This design comes from an exercise in tuning for small area and a short achievable clock period on the open sky130 flow, not from production work. In this exercise RTL edits were held to simulation tests only and were not proved equivalent to the original. No activity file was given, so power comes from the tool's default toggle rates.

Setup of onyx:
Design FPM, start of the top module:
module FPM(A, B, SUM, clk);
  input [31:0] A, B;
  input clk;
  output [31:0] SUM;
  wire       s0_sgn = A[31] ^ B[31];
  wire [7:0] s0_exp = A[30:23] + B[30:23] + 8'h81;
  wire n1 = A[1] & A[0];
  wire n2 = A[1] ^ A[0];
  wire n3 = A[2] & A[1];
  wire n4 = A[2] ^ A[1];
  wire n5 = A[3] & A[2];
  wire n6 = A[3] ^ A[2];
  wire n7 = A[4] & A[3];
  wire n8 = A[4] ^ A[3];
  wire n9 = A[5] & A[4];
  wire n10 = A[5] ^ A[4];
  wire n11 = A[6] & A[5];
  wire n12 = A[6] ^ A[5];
  wire n13 = A[7] & A[6];
  wire n14 = A[7] ^ A[6];
  wire n15 = A[8] & A[7];
  wire n16 = A[8] ^ A[7];
  wire n17 = A[9] & A[8];
  wire n18 = A[9] ^ A[8];
  wire n19 = A[10] & A[9];
  wire n20 = A[10] ^ A[9];
  wire n21 = A[11] & A[10];
  wire n22 = A[11] ^ A[10];
  wire n23 = A[12] & A[11];
  wire n24 = A[12] ^ A[11];
  wire n25 = A[13] & A[12];
  wire n26 = A[13] ^ A[12];
  wire n27 = A[14] & A[13];
  wire n28 = A[14] ^ A[13];
  wire n29 = A[15] & A[14];
  wire n30 = A[15] ^ A[14];
  wire n31 = A[16] & A[15];
  wire n32 = A[16] ^ A[15];
  wire n33 = A[17] & A[16];
  wire n34 = A[17] ^ A[16];
  wire n35 = A[18] & A[17];
  wire n36 = A[18] ^ A[17];
  wire n37 = A[19] & A[18];
  wire n38 = A[19] ^ A[18];
  wire n39 = A[20] & A[19];
  wire n40 = A[20] ^ A[19];
  wire n41 = A[21] & A[20];
  wire n42 = A[21] ^ A[20];
  wire n43 = A[22] & A[21];
  wire n44 = A[22] ^ A[21];
  wire n45 = 1'b1 & A[22];
  wire n46 = 1'b1 ^ A[22];
  wire n47 = n1 | (n2 & 1'b0);
  wire n48 = n2 & A[0];
  wire n49 = n3 | (n4 & n1);
  wire n50 = n4 & n2;
  wire n51 = n5 | (n6 & n3);
  wire n52 = n6 & n4;
  wire n53 = n7 | (n8 & n5);
  wire n54 = n8 & n6;
  wire n55 = n9 | (n10 & n7);
  wire n56 = n10 & n8;
  wire n57 = n11 | (n12 & n9);
  wire n58 = n12 & n10;
  wire n59 = n13 | (n14 & n11);
  wire n60 = n14 & n12;
  wire n61 = n15 | (n16 & n13);
  wire n62 = n16 & n14;
  wire n63 = n17 | (n18 & n15);
  wire n64 = n18 & n16;
  wire n65 = n19 | (n20 & n17);
  wire n66 = n20 & n18;
  wire n67 = n21 | (n22 & n19);
  wire n68 = n22 & n20;
  wire n69 = n23 | (n24 & n21);
  wire n70 = n24 & n22;
  wire n71 = n25 | (n26 & n23);
  wire n72 = n26 & n24;
  wire n73 = n27 | (n28 & n25);
  ...
Size in the first run: roughly 620 flip-flops, ~97 I/O pins, about 0.027 mm2 of cells after synthesis.
Settings: LEC_CHECK=0, CAP_MARGIN=20, CORE_MARGIN=2, CORE_UTILIZATION=55, CTS_CLUSTER_DIAMETER=100, CTS_CLUSTER_SIZE=32, SETUP_SLACK_MARGIN=1.0, SLEW_MARGIN=20, SYNTH_HIERARCHICAL=1, SYNTH_MINIMUM_KEEP_SIZE=0; clock period 3.0 ns.
run.sh (not shown) runs the stock make flow with config.mk's settings and CLKGATE_MAP_FILE= SYNTH_SCRIPT=/design/flow/synth_recipe.tcl, a recipe that flattens the netlist after the stock synthesis.
For fjord, these inputs were changed with respect to onyx:
Settings: changing SETUP_SLACK_MARGIN from 1.0 to 0.95; removing CTS_CLUSTER_SIZE (formerly 32); removing CTS_CLUSTER_DIAMETER (formerly 100).
==> flow/flow/run.sh (new file) <==
#!/bin/bash
# Layout: the standard ORFS flow (standard.sh, unchanged synthesis and
# steps), except that the buffers global placement puts on the input and
# output ports are plain buffers (buf_1, resized later as timing needs)
# instead of the delay cell buffer_ports picks by default.
set -euo pipefail
cd "$(dirname "$0")/.."
export BUFFER_PORTS_ARGS="-buffer_cell sky130_fd_sc_hd__buf_1"
bash standard.sh > standard_flow.log 2>&1
==> flow/standard.sh (new file) <==
#!/bin/bash
# synth_recipe.tcl (not shown) runs the flow's synth.tcl, then flattens the netlist and writes it again
# the make line also repeats each setting of config.mk as NAME=value (left out here)
make -C /OpenROAD-flow-scripts/flow DESIGN_CONFIG=/design/flow/config.mk WORK_HOME=/design/flow/orfs CLKGATE_MAP_FILE= SYNTH_SCRIPT=/design/flow/synth_recipe.tcl "${@:-finish}"
removed: flow/run.sh
==> comparison <==
Looking at maximum clock skew at final layout, fjord sits 0.0034 ns higher than onyx does.
The via count reported for fjord is higher than the one for onyx.
Comparing onyx and fjord, fraction of area in multi-input gates is lower on fjord.
fjord vs. onyx: non-clock buffer share of cell area now smaller, sequential power share now smaller, internal portion of total power now larger, post-route met1 wirelength now smaller.
Setup slack after layout, onyx and fjord: larger value in onyx
diff inputs: fjord => zinc
Settings: CTS_CLUSTER_SIZE newly set to 32; ABC_AREA newly set to 1; CTS_CLUSTER_DIAMETER newly set to 100.
==> flow/run.sh (new file) <==
#!/bin/bash
# synth_recipe.tcl (not shown) runs the flow's synth.tcl, then flattens the netlist and writes it again
# the make line also repeats each setting of config.mk as NAME=value (left out here)
make -C /OpenROAD-flow-scripts/flow DESIGN_CONFIG=/design/flow/config.mk WORK_HOME=/design/flow/orfs CLKGATE_MAP_FILE= SYNTH_SCRIPT=/design/flow/synth_recipe.tcl finish
removed: flow/flow/run.sh
removed: flow/standard.sh
[summary]
- Having completed the whole flow, fjord delivered a layout that passed the timing, DRC and antenna checks.
- zinc: PASS, flow complete, no timing, DRC or antenna violations
- Sequential cell count came out exactly the same in fjord and zinc.
- Compared with fjord, in zinc number of cells on the critical path moved down, synthesized cell area now larger, number of cell rows rose by about 1.3%, area fraction in and, or, nand and nor cells after synthesis increased by 1.8 points relative to the old numbers, share of cell area taken by muxes after synthesis moved down.
- For zinc, the startpoint-to-endpoint class of the critical path was reg2reg, unlike fjord, where it was in2reg.
- Via count for zinc is higher than for fjord.
- Wire length, fjord and zinc: larger value in zinc
- Against fjord, zinc reports a core utilization that is lower.
- fjord reports its capture point of the critical path as r1_t3[25] while zinc reports r2_m[156].
The following lists how ember was set up differently from zinc:
Settings: removing ABC_AREA (formerly 1).
==> flow/flow/run.sh (new file) <==
#!/bin/bash
# Layout: the standard ORFS flow (standard.sh, unchanged synthesis and
# steps), except that the buffers global placement puts on the input and
# output ports are plain buffers (buf_1, resized later as timing needs)
# instead of the delay cell buffer_ports picks by default.
set -euo pipefail
cd "$(dirname "$0")/.."
export BUFFER_PORTS_ARGS="-buffer_cell sky130_fd_sc_hd__buf_2"
bash standard.sh > standard_flow.log 2>&1
==> flow/standard.sh (new file) <==
#!/bin/bash
# synth_recipe.tcl (not shown) runs the flow's synth.tcl, then flattens the netlist and writes it again
# the make line also repeats each setting of config.mk as NAME=value (left out here)
make -C /OpenROAD-flow-scripts/flow DESIGN_CONFIG=/design/flow/config.mk WORK_HOME=/design/flow/orfs CLKGATE_MAP_FILE= SYNTH_SCRIPT=/design/flow/synth_recipe.tcl "${@:-finish}"
removed: flow/run.sh
==> comparison <==
zinc -> ember: average via count per standard cell flat. Delta (ember minus zinc): area after synthesis -about 3%, post-synthesis simple-gate area fraction decreased 1.8 points. The kind of critical path comes out reg2reg in one run and in2reg in the other, namely in zinc and ember respectively. Die outline area was higher in the run labelled zinc. Comparing ember and zinc, non-clock buffer count is lower on ember. ember: final standard cell area without fillers is 4.4% lower than what zinc reported. The lower sum of routed wire segments on met1 came out of ember.
Here is what was changed in the inputs of xenon compared with ember.
Settings: changing CTS_CLUSTER_SIZE from 32 to 28; changing CTS_CLUSTER_DIAMETER from 100 to 90.
[summary]
- xenon ends up with a clock-pin transition on the worst setup and hold timing paths that is 0.02 ns lower than in ember.
- Compared with ember, xenon degrades fmax.
- Comparing xenon and ember, worst setup slack is lower on xenon.
- Against ember, xenon comes in 51 higher on via count.
- Total power, xenon and ember, higher one = xenon.
- As far as number of flops mapped to enable cells by yosys is concerned, ember and xenon perform about the same.
- The first-pass GRT wire length of xenon exceeds that of ember by 540 um.
- Relative to ember, fraction of power consumed by the clock network increased by 1.6 points in xenon.
- In summary, xenon completed successfully, with a layout that passed the timing, DRC and antenna checks.
- Of the two values seen for type of the worst setup path, reg2reg was produced by xenon and in2reg by ember.

[afterwards: timing with drivers on the ports]
The results above use ideal ports. As a check the final layouts listed here were re-extracted and re-timed, cells and wires unchanged. Step 1 (the two cells are an assumption about what drives the block):
set clk [get_ports {clk}]
set_driving_cell -lib_cell sky130_fd_sc_hd__clkbuf_16 $clk
set_driving_cell -lib_cell sky130_fd_sc_hd__buf_2 [delete_from_list [all_inputs] $clk]
Step 2 times the ports against the registers' clock, not the clock port: input delays grow and output delays shrink by t, the midpoint of the rising clock arrivals with the driver on. a / b / c = ideal ports / drivers / drivers and shift; a / b = the first two.
run | t (ns) | setup slack, ns | worst setup path at the end | worst slew at a driven data input, ns
onyx | 0.655 | 0.995 / 1.004 / 0.349 | input to register | 0.08
fjord | 0.676 | 0.877 / 0.889 / 0.212 | input to register | 0.09
zinc | 0.672 | 0.925 / 0.925 / 0.355 | input to register | 0.05
ember | 0.643 | 0.983 / 0.993 / 0.350 | input to register | 0.08
xenon | 0.674 | 0.965 / 0.965 / 0.346 | input to register | 0.08
After both steps setup and hold are still met in every run listed. For fjord, which loses most, drivers alone change the setup slack by +0.012 ns; drivers and shift together by -0.665 ns.
